From an optimization exercise on the open Yosys and OpenROAD flow, aimed at small area; shortcuts taken in it are not production practice.
The RTL was checked by simulation tests, not by an equivalence proof against the original design.
Power figures rest on the tool's default switching activity, not on a simulated workload.

<file path="flow/abc_area_nobuf.script">
strash
dch
map -a
topo
</file>
<file path="design.v">
module FFE_top #(
    parameter DATA_WIDTH = 12,
    parameter NUM_STAGES = 2
) (
    input   wire                            clk,
    input   wire                            rst_n,
    input   wire                            load_in,
    input   wire signed [DATA_WIDTH-1:0]    data_in,
    output  reg  signed [DATA_WIDTH-1:0]    data_out,
    output  reg                             data_valid
);
    reg         q0, q1, sel, enable;
    reg  [1:0]  count;
    reg  [2:0]  nload;
    reg  [11:0] s0, s1, s2;
    reg  [7:0]  s3h;             
    reg         s3z;             
    reg  [11:0] acc;
    wire ls   = q1;
    wire flag = sel | count[0] | count[1];
    wire tap0 = ~count[1] & ~count[0];
    wire tap1 = ~count[1] &  count[0];
    wire tap2 =  count[1] &  count[0];
    wire tap3 =  count[1] & ~count[0];
    always @(posedge clk, negedge rst_n) begin
        if (!rst_n) begin
            q0 <= 1'b0; q1 <= 1'b0; sel <= 1'b0;
            count <= 2'd0; enable <= 1'b0; nload <= 3'd0;
            data_valid <= 1'b0; data_out <= 12'd0;
        end else begin
            q0 <= load_in;
            q1 <= q0;
            sel <= ls;
            count <= flag ? {count[0], ~count[1]} : 2'd0;
            enable <= tap3;
            data_valid <= enable;
            if (enable) data_out <= acc;
            if (ls) nload <= {nload[1], nload[1] | nload[0], ~nload[2]};
        end
    end
    always @(posedge clk)
        if (ls) begin
            s0 <= data_in;
            s1 <= s0;
            s2 <= s1;
            s3h <= s2[11:4];
            s3z <= (s2[3:0] == 4'd0);
        end
    wire v1 = nload[1];
    wire v2 = nload[2];
    wire v3 = nload[2] & ~nload[0];
    wire d0 = tap0;
    wire d1 = tap1 & v1;
    wire d2 = tap2 & v2;
    wire d3 = tap3 & v3;
    wire k1 = s2[0] & s2[2];
    wire k2 = (s2[1] & s2[3]) | (k1 & (s2[1] | s2[3]));
    wire c2 = (s2[2] & s2[4]) | (k2 & (s2[2] | s2[4]));
    wire [11:0] b = ({12{d0}} &  {s0[11], s0[11:1]})
                  | ({12{d1}} & ~{{2{s1[11]}}, s1[11:2]})
                  | ({12{d2}} &  {{3{s2[11]}}, s2[11:3]})
                  | ({12{d3}} & ~{{4{s3h[7]}}, s3h});
    wire cin = (d1 & (s1[1:0] == 2'd0))
             | (d2 & c2)
             | (d3 & s3z);
    wire g = sel & ~tap3 & v2;
    wire [11:0] a = ({12{g}} & {{5{s2[11]}}, s2[11:5]}) | ({12{~sel}} & acc);
    wire [12:0] c;
    wire [11:0] sum;
    assign c[0] = cin;
    genvar i;
    generate
        for (i = 0; i < 12; i = i + 1) begin : rca
            assign sum[i]  = a[i] ^ b[i] ^ c[i];
            assign c[i+1]  = (a[i] & b[i]) | (c[i] & (a[i] ^ b[i]));
        end
    endgenerate
    always @(posedge clk)
        acc <= sum;
endmodule
</file>
<file path="flow/cts_args.txt">
-sink_clustering_enable -repair_clock_nets -dont_use_dummy_load -sink_clustering_size 40 -sink_clustering_max_diameter 200 -buf_list sky130_fd_sc_hd__clkbuf_2 sky130_fd_sc_hd__clkbuf_4
</file>
<file path="flow/run.sh">
#!/bin/bash
# Own layout flow: the standard flow (standard.sh) with three changes.
#  1. Synthesis uses an area-oriented ABC script (flow/abc_area_nobuf.script)
#     in place of ORFS's speed script; everything else in synthesis is the
#     standard one (synth_recipe.tcl), so the registers are the same.
#  2. The ports are buffered with the smallest buffer, sky130_fd_sc_hd__buf_1.
#  3. Clock tree synthesis uses fewer, larger clusters and no dummy loads.
# Each tool's output goes to a log file of its own in this folder.
set -euo pipefail
here=$(pwd)
rm -rf "$here/scripts_abc"
cp -r "$FLOW_HOME/scripts" "$here/scripts_abc"
cp "$here/flow/abc_area_nobuf.script" "$here/scripts_abc/abc_speed.script"
export BUFFER_PORTS_ARGS="-buffer_cell sky130_fd_sc_hd__buf_1"
export CTS_ARGS="$(cat "$here/flow/cts_args.txt")"
bash standard.sh SCRIPTS_DIR="$here/scripts_abc" synth > "$here/synth.log" 2>&1
bash standard.sh finish > "$here/layout.log" 2>&1
</file>
<file path="standard.sh">
#!/bin/bash
# synth_recipe.tcl (not shown) runs the flow's synth.tcl, then flattens the netlist and writes it again
# the make line also repeats each setting of config.mk as NAME=value (left out here)
make -C /OpenROAD-flow-scripts/flow DESIGN_CONFIG=/design/flow/config.mk WORK_HOME=/design/flow/orfs CLKGATE_MAP_FILE= SYNTH_SCRIPT=/design/flow/synth_recipe.tcl "${@:-finish}"
</file>
<file path="constraint.sdc">
create_clock -name core_clock -period 10.0 [get_ports {clk}]
set_input_delay 2.0000 -clock core_clock [delete_from_list [all_inputs] [get_ports {clk}]]
set_output_delay 2.0000 -clock core_clock [all_outputs]
set_load 0.01 [all_outputs]
</file>
<file path="config.mk">
export PLATFORM = sky130hd
export DESIGN_NAME = FFE_top
export DESIGN_NICKNAME = FFE_top
export VERILOG_FILES = /design/flow/design.v
export SDC_FILE = /design/flow/constraint.sdc
export NUM_CORES = 4
export LEC_CHECK = 0
export CAP_MARGIN = 20
export CORE_MARGIN = 2
export CORE_UTILIZATION = 70
export SLEW_MARGIN = 20
</file>
==> summary.txt, run 1 <==
RUN STATUS
-----------------------------------------------------------------------------------------------------------------
Result of the run                                                                                    stopped before the end
Exit stage                                                                                           clock tree synthesis
Tool error message                                                                                   [ERROR STA-0564] clock_tree_synthesis positional arguments not supported.

SYNTH
-----------------------------------------------------------------------------------------------------------------
Cell area after synthesis                                                                            0.00293 sq mm
EDFF count, synth                                                                                              45
Compound-gate portion of the synthesized area                                                               8.70%
Synthesized-area fraction occupied by xor and xnor cells                                                   0.597%
Post-synth top area cell                                                                                 edfxtp_1
Sequential element share of the synthesized area                                                            73.0%
Synthesis-stage register bit count                                                                             79
Cells taking the most area after synthesis                                                           edfxtp_1 (46%), dfrtp_1 (19%), dfxtp_1 (8.2%), fa_1 (7.5%), mux2_2 (4.6%)
Mean instance size in the synthesized netlist                                                          16.4 sq um
Syn nets                                                                                                      205
Yosys Warn Count                                                                                                1
Distinct cells, synth                                                                                          20
Arithmetic-cell share of the synthesized area counting full adders, half adders and majority gates          7.51%
Post-synth top cells                                                                                 edfxtp_1 (45), dfrtp_1 (22), nand2_1 (21)
Top-count cell post-synth                                                                                edfxtp_1
Mux share of post-synthesis cell area                                                                       4.61%
Dominant combinational cell family by area after synthesis                                           compound AO/OA/AOI/OAI gates
Fraction of synthesized cell area taken by the top area cell type                                           46.1%
Most common flop cell mapped by yosys                                                                    edfxtp_1
Gate count after technology mapping                                                                           179
Ys async rst share                                                                                          27.8%
Simple-gate area share of the yosys netlist                                                                 4.39%

DIE
-----------------------------------------------------------------------------------------------------------------
I/O pin count                                                                                                  28
Cell Rows                                                                                                      23
Overall die height                                                                                        68.7 um
Initial Utilization                                                                                         72.8%
Die X                                                                                                     68.7 um

PLACEMENT
-----------------------------------------------------------------------------------------------------------------
Half-perimeter wire length after placement                                                                3570 um
Dpl cell area                                                                                        0.00310 sq mm
Port buffer count                                                                                              27
Final RePlAce weighted congestion                                                                           0.788

worst max-delay path by stage:
stage | to | startpoint | slack, ns | cells after the start
3_5_place_dp | acc[11]$_DFF_P_ | count[0]$_DFF_PN0_ | 3.55 | 19
2_1_floorplan | acc[11]$_DFF_P_ | count[0]$_DFF_PN0_ | 4.01 | 19
3_3_place_gp | acc[11]$_DFF_P_ | count[0]$_DFF_PN0_ | 3.66 | 19
stage by stage:
step	hold WS [ns]	instances	total power [mW]	setup slack, ns	util (%)
2_1_floorplan	0.331	179	0.656	4.01	-
3_3_place_gp	0.339	255	0.721	3.66	76.8
3_5_place_dp	0.355	255	0.754	3.55	76.9
logic make-up after synthesis:
logic type	count (synthesis)
xor gates and xnor gates	2
buffers and inverters	9
and+or+nand+nor	32
muxes	12
DFF	79
adders and majority gates	11
AOI/OAI and AO/OA	34
power by group through the flow:
stage / combinational (mW) / sequential (mW) / clock, mW
floorplan: 0.177 / 0.480 / 0
global placement: 0.244 / 0.478 / 0
detailed placement: 0.270 / 0.484 / 0
==> inputs of run 2 (changes only) <==
--- a/flow/run.sh
+++ b/flow/run.sh
@@ -11,6 +11,7 @@
 rm -rf "$here/scripts_abc"
 cp -r "$FLOW_HOME/scripts" "$here/scripts_abc"
 cp "$here/flow/abc_area_nobuf.script" "$here/scripts_abc/abc_speed.script"
+export RECOVER_POWER=100
 export BUFFER_PORTS_ARGS="-buffer_cell sky130_fd_sc_hd__buf_1"
 export CTS_ARGS="$(cat "$here/flow/cts_args.txt")"
 bash standard.sh SCRIPTS_DIR="$here/scripts_abc" synth > "$here/synth.log" 2>&1
==> flow/cts_args.txt (replaced) <==
-sink_clustering_enable -repair_clock_nets -dont_use_dummy_load -sink_clustering_size 40 -sink_clustering_max_diameter 200 -buf_list sky130_fd_sc_hd__clkbuf_4
==> summary.txt, run 2 <==
RUN STATUS
-------------------------------------------------------------------------------------
Result of the run                                                        finished with violations
Causes of the layout check failure                                       capacitance limit, slew limit

SYNTH
-------------------------------------------------------------------------------------
Post-synth top cells                                                     edfxtp_1 (45), dfrtp_1 (22), nand2_1 (21)
Mean instance size in the synthesized netlist                              16.4 sq um   unchanged
Yosys Warn Count                                                                    1   unchanged
Distinct cells, synth                                                              20   unchanged
Fraction of synthesized cell area taken by the top area cell type               46.1%   unchanged
EDFF count, synth                                                                  45   unchanged
Syn nets                                                                          205   unchanged
Most common flop cell mapped by yosys                                        edfxtp_1
Cells taking the most area after synthesis                               edfxtp_1 (46%), dfrtp_1 (19%), dfxtp_1 (8.2%), fa_1 (7.5%), mux2_2 (4.6%)
Cell area after synthesis                                                0.00293 sq mm   unchanged
Sequential element share of the synthesized area                                73.0%   unchanged
Gate count after technology mapping                                               179   unchanged
Synthesis-stage register bit count                                                 79   unchanged
Post-synth top area cell                                                     edfxtp_1
Ys async rst share                                                              27.8%   unchanged
Top-count cell post-synth                                                    edfxtp_1

GLOBAL ROUTE
-------------------------------------------------------------------------------------
Antenna violations before repair                                                    0
Remaining global-route overflow                                                     0
Number of global-route vias before repair                                       1,604
Total global-route track usage                                                  24.8%
Largest net degree at the start of global routing                                  52
Global-route wire length before repair                                        7940 um

CTS
-------------------------------------------------------------------------------------
Setup repair bufs after CTS                                                         0
Number of buffers added by the clock tree synthesis step                            9
Clock Pin Slew Worst Setup and Hold Paths                                     0.11 ns
Clock Latency Late Sink                                                       0.41 ns
Num Clock Sinks                                                                    79
Max clock buf depth                                                                 2
PostCTS Resize Cnt                                                                  0
CTS root buf                                                                 clkbuf_4
CTS tree                                                                         done
Hold-fix buffer count after cts                                                     0
H-tree depth reported by CTS                                                        3

TIMING
-------------------------------------------------------------------------------------
Upper clock frequency limit                                                   155 MHz
Final total negative setup slack                                                 0 ns
Final-report max-slew violation count                                              52
Worst Skew                                                                  0.0197 ns
Measured slew at the worst slew-check pin                                     1.90 ns
Setup repair after global routing missed its margin                                no
Total of endpoints with negative setup slack in the final report                    0
Fin. Hold Viols                                                                     0
Tightest slew margin relative to the limit                                     -26.9%
Final clock period utilization by the worst path                                64.6%
Tmin final                                                                    6.46 ns

DETAILED ROUTING
-------------------------------------------------------------------------------------
Highest metal layer with signal wires                                            met4
DRT Wirelength                                                                5020 um
Met3 routed WL                                                                 277 um
Final ANT Viol Nets                                                                 0
Count of routing violations after the opening detailed-route iteration            201
Routed wl met2                                                                2520 um
Total via count after detailed routing                                          1,620
Routed vias/inst                                                                 6.14
Iteration count of the initial detailed-routing pass                                4
Total routed wire length on the met1 layer                                    2120 um
Wire per inst                                                                 19.0 um
DRC violation count after routing                                                   0

CELLS AND AREA
-------------------------------------------------------------------------------------
Area of all sequential standard cells                                    0.00214 sq mm
Total of fill cells in the finished design                                        255
Number of diodes                                                                    0
Most common cell after layout, fill and taps aside                           edfxtp_1
Ratio of cells with drive above 1 in the final layout                           13.1%
Post-route core utilization                                                     78.6%
Area occupied by multi-input gates                                          762 sq um
Final-stage net count                                                             242
Area grow syn2layout                                                            7.94%
Top library cells by usage in the layout, fill and taps aside            edfxtp_1 (45), buf_1 (26), dfrtp_1 (22), nand2_1 (21)
Final non-filler cell total                                                       264

WORST SETUP PATH
-------------------------------------------------------------------------------------
CP Data Required Time                                                        10.28 ns
Arrival time of the worst setup path                                          6.74 ns
Category of the most critical setup path                                   reg -> reg
Type of origin of the critical path                                         flip-flop
Capturing element type of the critical path                                 flip-flop
Startpoint of the worst register-to-register path                        count[0]$_DFF_PN0_
CP Max Fanout                                                                      11
Start point of the critical path                                         count[0]$_DFF_PN0_

DIE
-------------------------------------------------------------------------------------
I/O pin count                                                                      28   unchanged
Cell Rows                                                                          23   unchanged
Full die area                                                            0.00472 sq mm
Overall die height                                                            68.7 um   unchanged
Die X                                                                         68.7 um   unchanged
Initial Utilization                                                             72.8%   unchanged
Area of the placeable core                                               0.00403 sq mm

POWER AND IR DROP
-------------------------------------------------------------------------------------
Internal Dissipation                                                         0.585 mW
Net switching share of the total power                                          33.0%
Part of the total power dissipated in sequential elements                       54.5%
Net switching component of the power                                         0.288 mW
Power density relative to cell area                                       276 mW/mm^2
Maximum vdd drop                                                           0.000196 V
Static leakage                                                                1.19 nW
Total chip power                                                             0.873 mW
Comb pwr share                                                                  30.4%
Clock network power share                                                       15.1%

WORST HOLD PATH
-------------------------------------------------------------------------------------
Class of the tightest hold or removal check                                reg -> reg
Launch point of the worst hold path                                      q0$_DFF_PN0_

PLACEMENT
-------------------------------------------------------------------------------------
Final RePlAce weighted congestion                                               0.788   unchanged
Half-perimeter wire length after placement                                    3570 um   unchanged
Number of placed instances with taps included                                     255   unchanged
Port buffer count                                                                  27   unchanged

JOB
-------------------------------------------------------------------------------------
Max-cap viol count                                                                  1

## run 2: cell counts after synthesis
No cell type changed its count.
## run 2: final timing paths
kind                                                 to  slack, ns  cells past startpoint
worst max-delay path                    acc[11]$_DFF_P_       3.54                     19
worst min-delay path                       q1$_DFF_PN0_       0.38                      0
worst max register to register          acc[11]$_DFF_P_       3.54                     19
worst min register to register             q1$_DFF_PN0_       0.38                      0
max in group asynchronous       data_out[8]$_DFFE_PN0P_       7.56                      1
min in group asynchronous       data_out[4]$_DFFE_PN0P_       1.77                      1
## run 2: worst max-delay path: stages (launching register included)
cell and delay, ns:
dfrtp_1 0.43, clkinv_1 0.10, nor3_1 0.05, clkinv_1 0.22
nor3_1 0.08, a41oi_1 0.17, o21ai_0 0.16, fa_1 0.48
fa_1 0.46, fa_1 0.46, fa_1 0.46, fa_1 0.46
fa_1 0.45, fa_1 0.39, fa_1 0.40, fa_1 0.40
fa_1 0.42, fa_1 0.42, xor2_1 0.19, xor2_1 0.14
## run 2: per-layer routing
metal | global-route usage [%] | up-vias
met4 | 12.0 | 0
li1 | - | 739
met2 | 38.6 | 58
met3 | 5.36 | 13
met5 | 0 | -
met1 | 33.8 | 810
## run 2: per-stage QoR
step,area [sq um],worst slack [ns],hold WS [ns]
after floorplan,2930,4.01,0.331
after global placement,3090,3.66,0.339
after detailed placement,3100,3.55,0.355
after CTS,3170,3.52,0.383
after global routing,3170,3.21,0.375
final,3170,3.54,0.380
## run 2: area by class of cell
type,count,share of cell area (%)
clock buffer,9,2.13
timing repair buffer,27,3.20
tap,50,1.98
sequential,79,67.7
multi-input combinational,91,24.1
inverter,8,0.949
## run 2: logic make-up (layout without fill, tap and decap cells)
group	Yosys count	in the layout	share of synthesized area (%)
DFF	79	79	73.0
AOI/OAI and AO/OA	34	34	8.70
muxes	12	12	4.61
buffers and inverters	9	44	1.15
xor gates and xnor gates	2	2	0.597
adders and majority gates	11	11	7.51
and+or+nand+nor	32	32	4.39
## run 2: power groups by stage
stage / clock [mW] / combinational (mW) / sequential, mW
floorplan: 0 / 0.177 / 0.480
global placement: 0 / 0.244 / 0.478
detailed placement: 0 / 0.270 / 0.484
CTS: 0.132 / 0.271 / 0.476
global route: 0.146 / 0.299 / 0.486
finish: 0.132 / 0.266 / 0.476
==> inputs of run 3 (changes only) <==
--- a/flow/run.sh
+++ b/flow/run.sh
@@ -11,7 +11,6 @@
 rm -rf "$here/scripts_abc"
 cp -r "$FLOW_HOME/scripts" "$here/scripts_abc"
 cp "$here/flow/abc_area_nobuf.script" "$here/scripts_abc/abc_speed.script"
-export RECOVER_POWER=100
 export BUFFER_PORTS_ARGS="-buffer_cell sky130_fd_sc_hd__buf_1"
 export CTS_ARGS="$(cat "$here/flow/cts_args.txt")"
 bash standard.sh SCRIPTS_DIR="$here/scripts_abc" synth > "$here/synth.log" 2>&1
==> summary.txt, run 3 <==
DETAILED ROUTING
-------------------------------------------------------------------------------------
Total via count after detailed routing                                          1,620   unchanged
Count of routing violations after the opening detailed-route iteration            201   unchanged
Wire per inst                                                                 19.0 um   about the same
Final ANT Viol Nets                                                                 0   unchanged
DRT Wirelength                                                                5020 um   about the same
Iteration count of the initial detailed-routing pass                                4   unchanged
DRC violation count after routing                                                   0   unchanged
Routed vias/inst                                                                 6.14   unchanged

SYNTH
-------------------------------------------------------------------------------------
Synthesis-stage register bit count                                                 79   unchanged
Sequential element share of the synthesized area                                73.0%   unchanged
Syn nets                                                                          205   unchanged
Fraction of synthesized cell area taken by the top area cell type               46.1%   unchanged
Ys async rst share                                                              27.8%   unchanged
EDFF count, synth                                                                  45   unchanged
Cells taking the most area after synthesis                               edfxtp_1 (46%), dfrtp_1 (19%), dfxtp_1 (8.2%), fa_1 (7.5%), mux2_2 (4.6%)
Yosys Warn Count                                                                    1   unchanged
Distinct cells, synth                                                              20   unchanged
Cell area after synthesis                                                0.00293 sq mm   unchanged
Most common flop cell mapped by yosys                                        edfxtp_1
Post-synth top cells                                                     edfxtp_1 (45), dfrtp_1 (22), nand2_1 (21)
Gate count after technology mapping                                               179   unchanged
Post-synth top area cell                                                     edfxtp_1
Mean instance size in the synthesized netlist                              16.4 sq um   unchanged
Top-count cell post-synth                                                    edfxtp_1

GLOBAL ROUTE
-------------------------------------------------------------------------------------
Total global-route track usage                                                  24.8%   unchanged
Number of global-route vias before repair                                       1,604   unchanged
Largest net degree at the start of global routing                                  52   unchanged
Antenna violations before repair                                                    0   unchanged
Remaining global-route overflow                                                     0   unchanged
Global-route wire length before repair                                        7940 um   unchanged

CTS
-------------------------------------------------------------------------------------
Hold-fix buffer count after cts                                                     0   unchanged
Setup repair bufs after CTS                                                         0   unchanged
PostCTS Resize Cnt                                                                  0   unchanged
H-tree depth reported by CTS                                                        3   unchanged
Num Clock Sinks                                                                    79   unchanged
Number of buffers added by the clock tree synthesis step                            9   unchanged
Clock Latency Late Sink                                                       0.41 ns   about the same
Clock Pin Slew Worst Setup and Hold Paths                                     0.11 ns   about the same
CTS tree                                                                         done
Max clock buf depth                                                                 2   unchanged
CTS root buf                                                                 clkbuf_4

WORST SETUP PATH
-------------------------------------------------------------------------------------
Setup slack on the worst flop-to-flop path                                    3.54 ns   about the same
Arrival time of the worst setup path                                          6.74 ns   about the same
Type of origin of the critical path                                         flip-flop
Capturing element type of the critical path                                 flip-flop
CP Max Fanout                                                                      11   unchanged
CP Data Required Time                                                        10.28 ns   about the same
Category of the most critical setup path                                   reg -> reg

DIE
-------------------------------------------------------------------------------------
Initial Utilization                                                             72.8%   unchanged
Die X                                                                         68.7 um   unchanged
Overall die height                                                            68.7 um   unchanged
Area of the placeable core                                               0.00403 sq mm   unchanged
Cell Rows                                                                          23   unchanged
I/O pin count                                                                      28   unchanged
Full die area                                                            0.00472 sq mm   unchanged

CELLS AND AREA
-------------------------------------------------------------------------------------
Top library cells by usage in the layout, fill and taps aside            edfxtp_1 (45), buf_1 (26), nand2_1 (21), dfrtp_1 (21)
Final-stage net count                                                             242   unchanged
Total of fill cells in the finished design                                        253   -0.78%
Number of diodes                                                                    0   unchanged
Post-route core utilization                                                     78.6%   about the same
Area grow syn2layout                                                            8.02%   about the same
Final non-filler cell total                                                       264   unchanged
Ratio of cells with drive above 1 in the final layout                           14.0%   +0.93 points
Most common cell after layout, fill and taps aside                           edfxtp_1

RUN STATUS
-------------------------------------------------------------------------------------
Result of the run                                                        finished clean

TIMING
-------------------------------------------------------------------------------------
Total of endpoints with negative setup slack in the final report                    0   unchanged
Final-report max-slew violation count                                               0   -100%
Measured slew at the worst slew-check pin                                     1.04 ns   -0.866 ns
Fin. Hold Viols                                                                     0   unchanged
Setup repair after global routing missed its margin                                no
Final clock period utilization by the worst path                                64.6%   unchanged
Worst slack on hold paths                                                    0.379 ns   -0.00134 ns
Tmin final                                                                    6.46 ns   unchanged
Worst Skew                                                                  0.0197 ns   +0.0000376 ns
Final total negative setup slack                                                 0 ns   unchanged
Tightest slew margin relative to the limit                                      30.8%   +58 points
Upper clock frequency limit                                                   155 MHz   unchanged

PLACEMENT
-------------------------------------------------------------------------------------
Port buffer count                                                                  27   unchanged
Final RePlAce weighted congestion                                               0.788   unchanged
Half-perimeter wire length after placement                                    3570 um   unchanged
Number of placed instances with taps included                                     255   unchanged

POWER AND IR DROP
-------------------------------------------------------------------------------------
Internal Dissipation                                                         0.585 mW   about the same
Part of the total power dissipated in sequential elements                       54.5%   about the same
Comb pwr share                                                                  30.4%   about the same
Power density relative to cell area                                       276 mW/mm^2   about the same
Maximum vdd drop                                                           0.000196 V   about the same
Net switching share of the total power                                          33.0%   about the same
Static leakage                                                                1.20 nW   +0.17%
Net switching component of the power                                         0.288 mW   about the same
Clock network power share                                                       15.1%   about the same
Total chip power                                                             0.873 mW   about the same

WORST HOLD PATH
-------------------------------------------------------------------------------------
Class of the tightest hold or removal check                                reg -> reg

JOB
-------------------------------------------------------------------------------------
Max-cap viol count                                                                  0   -1

## run 3: cell counts after synthesis
Identical to the previous run, type by type.
## run 3: final cells by class
class                      count  area (sq um)  area share [%]
inverter                       8          30.0           0.948
clock buffer                   9          67.6            2.13
multi-input combinational     91           762            24.1
sequential                    79          2140            67.7
tap                           50          62.6            1.97
timing repair buffer          27           103            3.24
## run 3: worst max-delay path, stage by stage (launching register included)
cell,delay [ns]
dfrtp_1,0.43
clkinv_1,0.10
nor3_1,0.05
clkinv_1,0.22
nor3_1,0.08
a41oi_1,0.17
o21ai_0,0.16
fa_1,0.48
fa_1,0.46
fa_1,0.46
fa_1,0.46
fa_1,0.46
fa_1,0.45
fa_1,0.39
fa_1,0.40
fa_1,0.40
fa_1,0.42
fa_1,0.42
xor2_1,0.19
xor2_1,0.14
## run 3: power by group through the flow
stage                     combinational (mW)  clock [mW]  sequential, mW
after floorplan                        0.177           0           0.480
after global placement                 0.244           0           0.478
after detailed placement               0.270           0           0.484
after CTS                              0.271       0.132           0.476
after global routing                   0.299       0.146           0.486
final                                  0.266       0.132           0.476
## run 3: final timing paths
| path | from | end | depth (start not counted) |
|---|---|---|---|
| setup / recovery | count[0]$_DFF_PN0_ | acc[11]$_DFF_P_ | 19 |
| hold / removal | q0$_DFF_PN0_ | q1$_DFF_PN0_ | 0 |
| setup reg to reg | count[0]$_DFF_PN0_ | acc[11]$_DFF_P_ | 19 |
| hold reg to reg | q0$_DFF_PN0_ | q1$_DFF_PN0_ | 0 |
| max in group asynchronous | rst_n | q1$_DFF_PN0_ | 1 |
| min in group asynchronous | rst_n | data_out[4]$_DFFE_PN0P_ | 1 |
## run 3: routing by layer
| metal | wire (um) | global-route usage [%] | vias up |
|---|---|---|---|
| li1 | - | - | 739 |
| met1 | 2120 | 33.8 | 810 |
| met2 | 2520 | 38.6 | 58 |
| met3 | 270 | 5.36 | 13 |
| met4 | 106 | 12.0 | 0 |
| met5 | 0 | 0 | - |
## run 3: kinds of logic after synthesis
kind of cell / Yosys count / share of synthesized area [%]
multiplexers: 12 / 4.61
adder cells (fa/ha/maj): 11 / 7.51
flip-flops: 79 / 73.0
XOR/XNOR: 2 / 0.597
buffers and inverters: 9 / 1.15
AO/OA/AOI/OAI: 34 / 8.70
AND/OR/NAND/NOR: 32 / 4.39
## run 3: stage by stage
stage | worst slack, ns | cell area, sq um
global route | 3.21 | 3170
CTS | 3.52 | 3170
global placement | 3.66 | 3090
finish | 3.54 | 3170
detailed placement | 3.55 | 3100
floorplan | 4.01 | 2930
==> inputs of run 4 (changes only) <==
==> flow/abc_area_nobuf.script (replaced) <==
strash
&get -n
&st
&dch -f -C 10000
&nf -a -R 10000 -C 20
&put
topo
==> summary.txt, run 4 <==
DIE
-------------------------------------------------------------------------------------
Cell Rows                                                                          23   unchanged
Initial Utilization                                                             72.9%   +0.086 points
Area of the placeable core                                               0.00400 sq mm   -0.71%
Die X                                                                         68.5 um   -0.28%
Full die area                                                            0.00470 sq mm   -0.57%
I/O pin count                                                                      28   unchanged
Overall die height                                                            68.5 um   -0.28%

GLOBAL ROUTE
-------------------------------------------------------------------------------------
Antenna violations before repair                                                    0   unchanged
Most Used Layer, Global Route                                                    met2
Global-route wire length before repair                                        7740 um   -2.5%
Largest net degree at the start of global routing                                  51   -1.9%
Routing usage on met3                                                           8.12%   +2.8 points
Number of global-route vias before repair                                       1,609   +0.31%
Remaining global-route overflow                                                     0   unchanged
Met2 track utilization from global routing                                      37.9%   -0.72 points
Met1 capacity usage during global routing                                       31.8%   -2.0 points
Total global-route track usage                                                  24.4%   -0.41 points

CTS
-------------------------------------------------------------------------------------
H-tree depth reported by CTS                                                        3   unchanged
CTS tree                                                                         done
Setup repair bufs after CTS                                                         0   unchanged
Max clock buf depth                                                                 2   unchanged
Clock Latency Late Sink                                                       0.41 ns   about the same
Hold-fix buffer count after cts                                                     0   unchanged
Num Clock Sinks                                                                    79   unchanged
Clock Pin Slew Worst Setup and Hold Paths                                     0.11 ns   about the same
CTS root buf                                                                 clkbuf_4
Number of buffers added by the clock tree synthesis step                            9   unchanged
PostCTS Resize Cnt                                                                  0   unchanged

SYNTH
-------------------------------------------------------------------------------------
Ys async rst share                                                              27.8%   unchanged
Distinct cells, synth                                                              23   +15%
Fraction of synthesized cell area taken by the top area cell type               46.4%   +0.28 points
Yosys Warn Count                                                                    1   unchanged
Syn nets                                                                          223   +8.8%
Most common flop cell mapped by yosys                                        edfxtp_1
Top-count cell post-synth                                                    edfxtp_1
Post-synth top cells                                                     edfxtp_1 (45), dfrtp_1 (22), nor2_1 (20)
Synthesis-stage register bit count                                                 79   unchanged
Mean instance size in the synthesized netlist                              14.8 sq um   -9.7%
EDFF count, synth                                                                  45   unchanged
Post-synth top area cell                                                     edfxtp_1
Sequential element share of the synthesized area                                73.5%   +0.44 points
Cells taking the most area after synthesis                               edfxtp_1 (46%), dfrtp_1 (19%), dfxtp_1 (8.2%), fa_1 (7.6%), a21oi_1 (3.1%)
Cell area after synthesis                                                0.00292 sq mm   -0.60%
Gate count after technology mapping                                               197   +10%

WORST SETUP PATH
-------------------------------------------------------------------------------------
Arrival time of the worst setup path                                          6.76 ns   +0.02 ns
Endpoint of the worst setup timing path                                  acc[11]$_DFF_P_
CP Max Fanout                                                                       9   -2
Setup slack on the worst flop-to-flop path                                    3.57 ns   +0.04 ns
Crit path top cell by count                                                      fa_1
Type of origin of the critical path                                         flip-flop
Start point of the critical path                                         count[1]$_DFF_PN0_
Cell with the largest stage delay on the worst path                              fa_1
Category of the most critical setup path                                   reg -> reg
Delay of the slowest critical-path stage                                      0.47 ns   about the same
Path depth of the worst reg2reg path                                               18   -1
Crit Reg-Reg Endpoint                                                    acc[11]$_DFF_P_
Capturing element type of the critical path                                 flip-flop
Crit-path cells                                                          nor2b_1 -> nand3b_1 -> clkinv_1 -> a21oi_1 -> o21ai_0 -> fa_1 -> fa_1 -> fa_1 -> fa_1 -> fa_1 -> fa_1 -> fa_1 -> fa_1 -> fa_1 -> fa_1 -> fa_1 -> xnor2_1 -> xnor2_1
Startpoint of the worst register-to-register path                        count[1]$_DFF_PN0_
CP Data Required Time                                                        10.33 ns   +0.05 ns

DETAILED ROUTING
-------------------------------------------------------------------------------------
Total via count after detailed routing                                          1,666   +2.8%
Wire per inst                                                                 16.7 um   -12%
DRT Wirelength                                                                4720 um   -6.0%
Routed vias/inst                                                                 5.91   -3.7%
Final ANT Viol Nets                                                                 0   unchanged
Iteration count of the initial detailed-routing pass                                4   unchanged
Count of routing violations after the opening detailed-route iteration            159   -21%
DRC violation count after routing                                                   0   unchanged

POWER AND IR DROP
-------------------------------------------------------------------------------------
Static leakage                                                                1.15 nW   -4.1%
Comb pwr share                                                                  31.6%   +1.2 points
Clock network power share                                                       14.6%   -0.5 points
Maximum vdd drop                                                           0.000142 V   -28%
Net switching share of the total power                                          34.6%   +1.6 points
Net switching component of the power                                         0.303 mW   +5.1%
Part of the total power dissipated in sequential elements                       53.8%   -0.7 points
Power density relative to cell area                                       279 mW/mm^2   +1.1%
Internal Dissipation                                                         0.573 mW   -2.0%

TIMING
-------------------------------------------------------------------------------------
Total of endpoints with negative setup slack in the final report                    0   unchanged
Tightest slew margin relative to the limit                                      32.7%   +1.9 points
Final-report max-slew violation count                                               0   unchanged
Worst slack on hold paths                                                    0.359 ns   -0.0199 ns
Final total negative setup slack                                                 0 ns   unchanged
Measured slew at the worst slew-check pin                                     1.01 ns   -0.0280 ns
Fin. Hold Viols                                                                     0   unchanged
Worst Skew                                                                  0.0228 ns   +0.00312 ns
Tmin final                                                                    6.43 ns   -0.0382 ns
Upper clock frequency limit                                                   156 MHz   +0.59%
Final clock period utilization by the worst path                                64.3%   -0.38 points
Setup repair after global routing missed its margin                                no

PLACEMENT
-------------------------------------------------------------------------------------
Port buffer count                                                                  27   unchanged
Final RePlAce weighted congestion                                               0.794   +0.74%
Half-perimeter wire length after placement                                    3290 um   -8.0%

CELLS AND AREA
-------------------------------------------------------------------------------------
Total of fill cells in the finished design                                        251   -0.79%
Most common cell after layout, fill and taps aside                           edfxtp_1
Post-route core utilization                                                     78.6%   about the same
Top library cells by usage in the layout, fill and taps aside            edfxtp_1 (45), buf_1 (26), dfrtp_1 (21), nor2_1 (20), a21oi_1 (18)
Number of diodes                                                                    0   unchanged
Final-stage net count                                                             260   +7.4%
Area grow syn2layout                                                            7.90%
Ratio of cells with drive above 1 in the final layout                           4.74%   -9.3 points

RUN STATUS
-------------------------------------------------------------------------------------
Result of the run                                                        finished clean

WORST HOLD PATH
-------------------------------------------------------------------------------------
Class of the tightest hold or removal check                                reg -> reg
Cell count of the worst hold path                                                   0   unchanged

JOB
-------------------------------------------------------------------------------------
Max-cap viol count                                                                  0   unchanged

## run 4: logic make-up after synthesis
logic type	count (synthesis)	share of synthesized area (%)
flops	79	73.5
compound gates	51	10.5
simple gates	39	5.67
buf+inv	14	1.80
fa+ha+maj	11	7.55
xor+xnor	2	0.601
mux	1	0.386
## run 4: worst min path at each step
stage / to / slack, ns / startpoint
floorplan: q1$_DFF_PN0_ / 0.33 / q0$_DFF_PN0_
global placement: q1$_DFF_PN0_ / 0.34 / q0$_DFF_PN0_
detailed placement: q1$_DFF_PN0_ / 0.34 / q0$_DFF_PN0_
CTS: q1$_DFF_PN0_ / 0.36 / q0$_DFF_PN0_
global route: q1$_DFF_PN0_ / 0.39 / q0$_DFF_PN0_
finish: q1$_DFF_PN0_ / 0.36 / q0$_DFF_PN0_
## run 4: metrics by stage
step	instances	setup WS (ns)	cell area, sq um	total power, mW
after floorplan	197	3.93	2920	0.667
after global placement	273	3.72	3080	0.733
after detailed placement	273	3.56	3080	0.761
after CTS	282	3.52	3140	0.886
after global routing	282	3.16	3150	0.956
final	282	3.57	3150	0.876
## run 4: power by group through the flow
stage | sequential [mW] | clock [mW] | combinational (mW)
finish | 0.471 | 0.128 | 0.277
global route | 0.481 | 0.147 | 0.328
CTS | 0.471 | 0.131 | 0.283
detailed placement | 0.479 | 0 | 0.282
global placement | 0.472 | 0 | 0.260
floorplan | 0.480 | 0 | 0.187
## run 4: area by class of cell
cell class                      count  area, sq um  share of cell area (%)
Sequential cell                    79         2140                    68.1
Multi-Input combinational cell    104          721                    22.9
Timing Repair Buffer               27          103                    3.26
Clock buffer                        9         67.6                    2.15
Tap cell                           50         62.6                    1.99
Inverter                           13         48.8                    1.55
## run 4: critical path, delay by kind of cell (launching register included)
kind            cells  cell delay (ns)
flops               1             0.43
simple gates        2             0.49
xor+xnor            2             0.32
fa+ha+maj          11             4.71
buf+inv             1             0.12
compound gates      2             0.28
## run 4: per-layer routing
metal,vias up,wire (um)
met5,-,0
met4,0,74
met3,9,287
met2,52,2410
met1,820,1950
li1,785,-
==> inputs of run 5 (changes only) <==
--- a/flow/run.sh
+++ b/flow/run.sh
@@ -4,7 +4,8 @@
 #     in place of ORFS's speed script; everything else in synthesis is the
 #     standard one (synth_recipe.tcl), so the registers are the same.
 #  2. The ports are buffered with the smallest buffer, sky130_fd_sc_hd__buf_1.
-#  3. Clock tree synthesis uses fewer, larger clusters and no dummy loads.
+#  3. Clock tree synthesis builds its tree from sky130_fd_sc_hd__clkbuf_4
+#     only (flow/cts_args.txt) and adds no dummy loads.
 # Each tool's output goes to a log file of its own in this folder.
 set -euo pipefail
 here=$(pwd)
==> summary.txt, run 5 <==
RUN STATUS
-------------------------------------------------------------------------------------
Result of the run                                                        finished clean

SYNTH
-------------------------------------------------------------------------------------
Synthesis-stage register bit count                                                 79   unchanged
Gate count after technology mapping                                               197   unchanged
Cells taking the most area after synthesis                               edfxtp_1 (46%), dfrtp_1 (19%), dfxtp_1 (8.2%), fa_1 (7.6%), a21oi_1 (3.1%)
Syn nets                                                                          223   unchanged
Cell area after synthesis                                                0.00292 sq mm   unchanged
Yosys Warn Count                                                                    1   unchanged
Distinct cells, synth                                                              23   unchanged
Top-count cell post-synth                                                    edfxtp_1
Ys async rst share                                                              27.8%   unchanged
Fraction of synthesized cell area taken by the top area cell type               46.4%   unchanged
EDFF count, synth                                                                  45   unchanged
Post-synth top area cell                                                     edfxtp_1
Post-synth top cells                                                     edfxtp_1 (45), dfrtp_1 (22), nor2_1 (20)
Sequential element share of the synthesized area                                73.5%   unchanged
Most common flop cell mapped by yosys                                        edfxtp_1
Mean instance size in the synthesized netlist                              14.8 sq um   unchanged

DETAILED ROUTING
-------------------------------------------------------------------------------------
Wire per inst                                                                 16.7 um   unchanged
Routed vias/inst                                                                 5.91   unchanged
DRT Wirelength                                                                4720 um   unchanged
Iteration count of the initial detailed-routing pass                                4   unchanged
Total via count after detailed routing                                          1,666   unchanged
Count of routing violations after the opening detailed-route iteration            159   unchanged
Final ANT Viol Nets                                                                 0   unchanged
DRC violation count after routing                                                   0   unchanged

WORST SETUP PATH
-------------------------------------------------------------------------------------
CP Max Fanout                                                                       9   unchanged
Number of buffers and inverters on the critical path                                1   unchanged
Cell with the largest stage delay on the worst path                              fa_1
Arrival time of the worst setup path                                          6.76 ns   about the same
Capturing element type of the critical path                                 flip-flop
Category of the most critical setup path                                   reg -> reg
Top delay family on crit path                                             adder cells
Delay of the slowest critical-path stage                                      0.47 ns   about the same
Crit path top cell by count                                                      fa_1
Type of origin of the critical path                                         flip-flop
Crit-path cells                                                          nor2b_1 -> nand3b_1 -> clkinv_1 -> a21oi_1 -> o21ai_0 -> fa_1 -> fa_1 -> fa_1 -> fa_1 -> fa_1 -> fa_1 -> fa_1 -> fa_1 -> fa_1 -> fa_1 -> fa_1 -> xnor2_1 -> xnor2_1
CP Data Required Time                                                        10.33 ns   about the same

CELLS AND AREA
-------------------------------------------------------------------------------------
Final-stage net count                                                             260   unchanged
Top library cells by usage in the layout, fill and taps aside            edfxtp_1 (45), buf_1 (26), dfrtp_1 (21), nor2_1 (20), a21oi_1 (18)
Number of diodes                                                                    0   unchanged
Area of all sequential standard cells                                    0.00214 sq mm   unchanged
Summed area of non-filler cells in the final layout                      0.00315 sq mm   unchanged
Total of fill cells in the finished design                                        251   unchanged
Area grow syn2layout                                                            7.90%   unchanged
Ratio of cells with drive above 1 in the final layout                           4.74%   unchanged
Area occupied by multi-input gates                                          721 sq um   unchanged
Most common cell after layout, fill and taps aside                           edfxtp_1

PLACEMENT
-------------------------------------------------------------------------------------
Dpl cell area                                                            0.00308 sq mm   unchanged
Final RePlAce weighted congestion                                               0.794   unchanged
Port buffer count                                                                  27   unchanged
Half-perimeter wire length after placement                                    3290 um   unchanged

DIE
-------------------------------------------------------------------------------------
Overall die height                                                            68.5 um   unchanged
Initial Utilization                                                             72.9%   unchanged
I/O pin count                                                                      28   unchanged
Die X                                                                         68.5 um   unchanged
Cell Rows                                                                          23   unchanged
Full die area                                                            0.00470 sq mm   unchanged
Area of the placeable core                                               0.00400 sq mm   unchanged

CTS
-------------------------------------------------------------------------------------
Hold-fix buffer count after cts                                                     0   unchanged
Max clock buf depth                                                                 2   unchanged
Clock Latency Late Sink                                                       0.41 ns   about the same
Clock Pin Slew Worst Setup and Hold Paths                                     0.11 ns   about the same
Number of buffers added by the clock tree synthesis step                            9   unchanged
CTS tree                                                                         done
Num Clock Sinks                                                                    79   unchanged
PostCTS Resize Cnt                                                                  0   unchanged
Setup repair bufs after CTS                                                         0   unchanged
CTS root buf                                                                 clkbuf_4
H-tree depth reported by CTS                                                        3   unchanged

GLOBAL ROUTE
-------------------------------------------------------------------------------------
Antenna violations before repair                                                    0   unchanged
Routing usage on met3                                                           8.12%   unchanged
Met1 capacity usage during global routing                                       31.8%   unchanged
Largest net degree at the start of global routing                                  51   unchanged
Most Used Layer, Global Route                                                    met2
Global-route wire length before repair                                        7740 um   unchanged
Total global-route track usage                                                  24.4%   unchanged
Remaining global-route overflow                                                     0   unchanged
Met2 track utilization from global routing                                      37.9%   unchanged
Number of global-route vias before repair                                       1,609   unchanged

TIMING
-------------------------------------------------------------------------------------
Tmin final                                                                    6.43 ns   unchanged
Final clock period utilization by the worst path                                64.3%   unchanged
Fin. Hold Viols                                                                     0   unchanged
Setup repair after global routing missed its margin                                no
Final-report max-slew violation count                                               0   unchanged
Tightest slew margin relative to the limit                                      32.7%   unchanged
Total of endpoints with negative setup slack in the final report                    0   unchanged
Final total negative setup slack                                                 0 ns   unchanged
Upper clock frequency limit                                                   156 MHz   unchanged
Worst Skew                                                                  0.0228 ns   unchanged
Measured slew at the worst slew-check pin                                     1.01 ns   unchanged

POWER AND IR DROP
-------------------------------------------------------------------------------------
Maximum vdd drop                                                           0.000142 V   unchanged
Static leakage                                                                1.15 nW   unchanged
Power density relative to cell area                                       279 mW/mm^2   unchanged

JOB
-------------------------------------------------------------------------------------
Max-cap viol count                                                                  0   unchanged

WORST HOLD PATH
-------------------------------------------------------------------------------------
Class of the tightest hold or removal check                                reg -> reg

==> run 5: kinds of logic after synthesis <==
family	synth area share [%]
DFF	73.5
and+or+nand+nor	5.67
xor gates and xnor gates	0.601
adders and majority gates	7.55
muxes	0.386
AOI/OAI and AO/OA	10.5
buffers and inverters	1.80
==> run 5: where the power goes <==
group / internal, mW / total [mW] / switching (mW)
Combinational: 0.110 / 0.277 / 0.167
Sequential: 0.422 / 0.471 / 0.0498
Clock: 0.0419 / 0.128 / 0.0863
Total: 0.573 / 0.876 / 0.303
==> run 5: layout make-up <==
type	instances	share of cell area, %
Multi-Input combinational cell	104	22.9
Timing Repair Buffer	27	3.26
Tap cell	50	1.99
Inverter	13	1.55
Sequential cell	79	68.1
Clock buffer	9	2.15
==> run 5: per-stage QoR <==
step	hold slack, ns	setup WS, ns	utilization (%)	cells	power, mW
6_report	0.359	3.57	78.6	282	0.876
3_3_place_gp	0.336	3.72	76.9	273	0.733
5_1_grt	0.385	3.16	78.6	282	0.956
4_1_cts	0.363	3.52	78.6	282	0.886
3_5_place_dp	0.336	3.56	76.9	273	0.761
2_1_floorplan	0.331	3.93	-	197	0.667
==> run 5: path summary, 6_finish.rpt <==
check | slack, ns | to | depth (start not counted) | startpoint
max | 3.57 | acc[11]$_DFF_P_ | 18 | count[1]$_DFF_PN0_
min | 0.36 | q1$_DFF_PN0_ | 0 | q0$_DFF_PN0_
max reg2reg | 3.57 | acc[11]$_DFF_P_ | 18 | count[1]$_DFF_PN0_
min reg2reg | 0.36 | q1$_DFF_PN0_ | 0 | q0$_DFF_PN0_
max in group asynchronous | 8.09 | q1$_DFF_PN0_ | 1 | rst_n
min in group asynchronous | 1.54 | nload[0]$_DFFE_PN0P_ | 1 | rst_n
==> run 5: worst reg2reg max path, delay by kind of cell, from the launching register on <==
| family | cells | cell delay (ns) |
|---|---|---|
| AO/OA/AOI/OAI | 2 | 0.28 |
| XOR/XNOR | 2 | 0.32 |
| adder cells (fa/ha/maj) | 11 | 4.72 |
| buffers and inverters | 1 | 0.12 |
| flip-flops | 1 | 0.43 |
| AND/OR/NAND/NOR | 2 | 0.49 |
==> run 5: metal layers <==
layer / vias up / part of all wire (%)
met2: 52 / 51
met4: 0 / 1.6
met5: - / 0
met1: 820 / 41
met3: 9 / 6.1
li1: 785 / -

==> afterwards: timing with drivers on the ports <==
How much do the figures lean on ideal ports? The routed layouts below were timed once more, with nothing changed but the port constraints. Step 1, drivers: a clkbuf_16 drives clk and a buf_2 each remaining input, both assumed. Step 2 also shifts input and output timing later by t, the mid clock arrival at the registers, as if the neighbouring blocks saw the same clock. a / b / c = ideal ports / drivers / drivers and shift; a / b = the first two.
run | shift t [ns] | slack for setup (ns) | worst setup path at the end | latest minus earliest clock arrival (ns)
run 2 | 0.418 | 3.535 / 3.535 / 3.535 | register to register | 0.020 / 0.020
run 3 | 0.418 | 3.535 / 3.535 / 3.535 | register to register | 0.020 / 0.020
run 4 | 0.421 | 3.573 / 3.573 / 3.573 | register to register | 0.023 / 0.023
run 5 | 0.421 | 3.573 / 3.573 / 3.573 | register to register | 0.023 / 0.023
